This design comes from an exercise in tuning for small area and a short achievable clock period on the open sky130 flow, not from production work. Only simulation tests tie the RTL to the original design; equivalence was not proved. No activity file was given, so power comes from the tool's default toggle rates.

## job 101
Design alu_stage, start of the top module:
module alu_stage(input clk, input [15:0] a, b, input [3:0] funct,
				output [15:0] out, output [15:0] r15);
For scale: about 2300 cells after synthesis, about 90 flip-flops, about 69 I/O pins, ~0.019 mm2 of cells after synthesis.
Settings: LEC_CHECK=0, CAP_MARGIN=20, CORE_MARGIN=2, CORE_UTILIZATION=60, SLEW_MARGIN=20; clock period 33.0 ns.
standard.sh (not shown) runs the stock make flow with config.mk's settings and CLKGATE_MAP_FILE= SYNTH_SCRIPT=/design/flow/synth_recipe.tcl, a recipe that flattens the netlist after the stock synthesis.
==> flow/flow/run.sh <==
#!/bin/bash
# Standard layout, with the setup repair asked to over-fix so the critical
# paths get sized for speed (the clock period and constraints are unchanged).
bash standard.sh SETUP_SLACK_MARGIN=16 finish > standard.log 2>&1
Job 101 finished end to end and its layout was clean on timing, DRC and antenna.
What job 102 does differently from job 101 at the input level:
- swapping 60 for 85 in CORE_UTILIZATION
==> flow/flow/run.sh <==
#!/bin/bash
# Standard layout, with the setup repair asked to over-fix so the critical
# paths get sized for speed (the clock period and constraints are unchanged).
bash standard.sh SETUP_SLACK_MARGIN=19 finish > standard.log 2>&1
- Die outline height sits lower in job 102 than in job 101.
- Job 101 → job 102: count of standard-cell rows lost about 17%; buffers inserted during post-CTS setup optimization picked up an extra 21; final estimated routing congestion in global placement picked up an extra 0.059; synthesized cell count neither gained nor lost much.
- For number of nets in the synthesized netlist, job 101 and job 102 come out practically identical.
- The placed wire-length estimate of job 102 exceeds that of job 101 by 3900 um.
- No final results exist for job 102, since it was stopped by error GRT-0232 during 5_1_grt.
#### Input delta (job 103 over job 102)
- CORE_UTILIZATION changed from 85 to 60
==> flow/run.sh (new file) <==
#!/bin/bash
# synth_recipe.tcl (not shown) runs the flow's synth.tcl, then flattens the netlist and writes it again
# the make line also repeats each setting of config.mk as NAME=value (left out here)
make -C /OpenROAD-flow-scripts/flow DESIGN_CONFIG=/design/flow/config.mk WORK_HOME=/design/flow/orfs CLKGATE_MAP_FILE= SYNTH_SCRIPT=/design/flow/synth_recipe.tcl finish
removed: flow/flow/run.sh
removed: flow/standard.sh
### Flow results
- Job 103 did not stop at any stage, and its layout met the timing, design-rule and antenna checks.
- Job 103 vs job 102 on width of the die: job 103 is the higher one.
- In the reports for job 102 and job 103, the larger die boundary height belongs to job 103.
- Comparing job 102 and job 103, the lower minimum setup slack after placement was measured on job 103.
- Job 103: number of setup buffers added after CTS 21 below job 102
- On global placement routability congestion: job 103 sits below job 102.
Here is what was changed in the inputs of job 104 compared with job 103.
- swapping 60 for 75 in CORE_UTILIZATION
==> flow/flow/run.sh (new file) <==
#!/bin/bash
# Standard layout, with the setup repair asked to over-fix so the critical
# paths get sized for speed (the clock period and constraints are unchanged).
bash standard.sh SETUP_SLACK_MARGIN=19 finish > standard.log 2>&1
==> flow/standard.sh (new file) <==
#!/bin/bash
# synth_recipe.tcl (not shown) runs the flow's synth.tcl, then flattens the netlist and writes it again
# the make line also repeats each setting of config.mk as NAME=value (left out here)
make -C /OpenROAD-flow-scripts/flow DESIGN_CONFIG=/design/flow/config.mk WORK_HOME=/design/flow/orfs CLKGATE_MAP_FILE= SYNTH_SCRIPT=/design/flow/synth_recipe.tcl "${@:-finish}"
removed: flow/run.sh
### Flow results
- Job 104 reached the final stage; the timing, design-rule and antenna checks on its layout passed.
- Taking job 103 as the reference, in job 104 clock buffer count in the final layout went up by 1, final critical path time including I/O delays and setup shows a reduction of 2.93 ns, total number of sequential cells shows no meaningful change, switching fraction of total power increased 0.83 points, internal power of the cells rose 3.4%.
- Job 104 vs. job 103: wire length on met1 went down, fmax higher, number of vias per cell after detailed routing grew by 8.7%.


Starting RTL as in the previous note.
==> flow/config.mk <==
export PLATFORM = sky130hd
export DESIGN_NAME = alu_stage
export DESIGN_NICKNAME = alu_stage
export VERILOG_FILES = /design/flow/design.v
export SDC_FILE = /design/flow/constraint.sdc
export NUM_CORES = 4
export LEC_CHECK = 0
export ABC_AREA = 1
export CAP_MARGIN = 20
export CORE_MARGIN = 2
export CORE_UTILIZATION = 60
export SLEW_MARGIN = 20
==> flow/constraint.sdc <==
create_clock -name core_clock -period 33.0 [get_ports {clk}]
set_input_delay 6.6000 -clock core_clock [delete_from_list [all_inputs] [get_ports {clk}]]
set_output_delay 6.6000 -clock core_clock [all_outputs]
set_load 0.01 [all_outputs]
==> flow/flow/run.sh <==
#!/bin/bash
# Standard layout, with the setup repair asked to over-fix so the critical
# paths get sized for speed (the clock period and constraints are unchanged).
bash standard.sh SETUP_SLACK_MARGIN=19 finish > standard.log 2>&1
==> next run, changes <==
ABC_AREA = unset   (was 1)
What happened:
- sequential share of layout area went up by 0.60 points
- area after synthesis went down by 9.0%
- core utilization went up by 2.0 points
- setup slack gets worse by 0.44 ns
==> next run, changes <==
==> flow/run.sh (new file) <==
#!/bin/bash
# synth_recipe.tcl (not shown) runs the flow's synth.tcl, then flattens the netlist and writes it again
# the make line also repeats each setting of config.mk as NAME=value (left out here)
make -C /OpenROAD-flow-scripts/flow DESIGN_CONFIG=/design/flow/config.mk WORK_HOME=/design/flow/orfs CLKGATE_MAP_FILE= SYNTH_SCRIPT=/design/flow/synth_recipe.tcl finish
CORE_UTILIZATION = 40   (was 60)
removed: flow/flow/run.sh
removed: flow/standard.sh
The new run produced a clean layout.
Non-clock buffer count drops by 50.
Die area climbs by well over a third.
Combinational power drops by a few percent.
Setup slack is worse by 3.2 ns.
Global-route usage drops by 11 points.
Design area drops by a few percent.

[re-timing with driven ports]
How much do the figures lean on ideal ports? The routed layouts below were timed once more, with nothing changed but the port constraints.
Step 1 assumes that a clkbuf_16 drives the clock port and a buf_2 every other input.
Step 2 moves the port delays by t, midway between the first and last clock arrival at a register: inputs arrive t later, outputs are due t later. That takes back most of the time a late clock gives input paths.
Slacks: ideal / step 1 / step 2; pairs: ideal / step 1.
run | t, ns | slack for setup (ns) | worst setup path after step 2 | pins driven straight from the clock port
job 101 | 0.418 | 17.301 / 17.331 / 16.913 | input to register | 1
job 103 | 0.418 | 16.233 / 16.233 / 16.233 | register to register | 1
job 104 | 0.413 | 19.165 / 19.115 / 18.828 | input to register | 1
the first run of note 2 | 0.398 | 19.558 / 19.508 / 19.308 | input to register | 1
the second run of note 2 | 0.426 | 19.116 / 19.148 / 18.722 | input to register | 1
the third run of note 2 | 0.396 | 15.896 / 15.896 / 15.896 | register to register | 1
After both steps setup and hold are still met in every run listed. The setup slack of the second run of note 2, which loses most, moves by +0.032 ns with the drivers and by -0.394 ns with both steps.
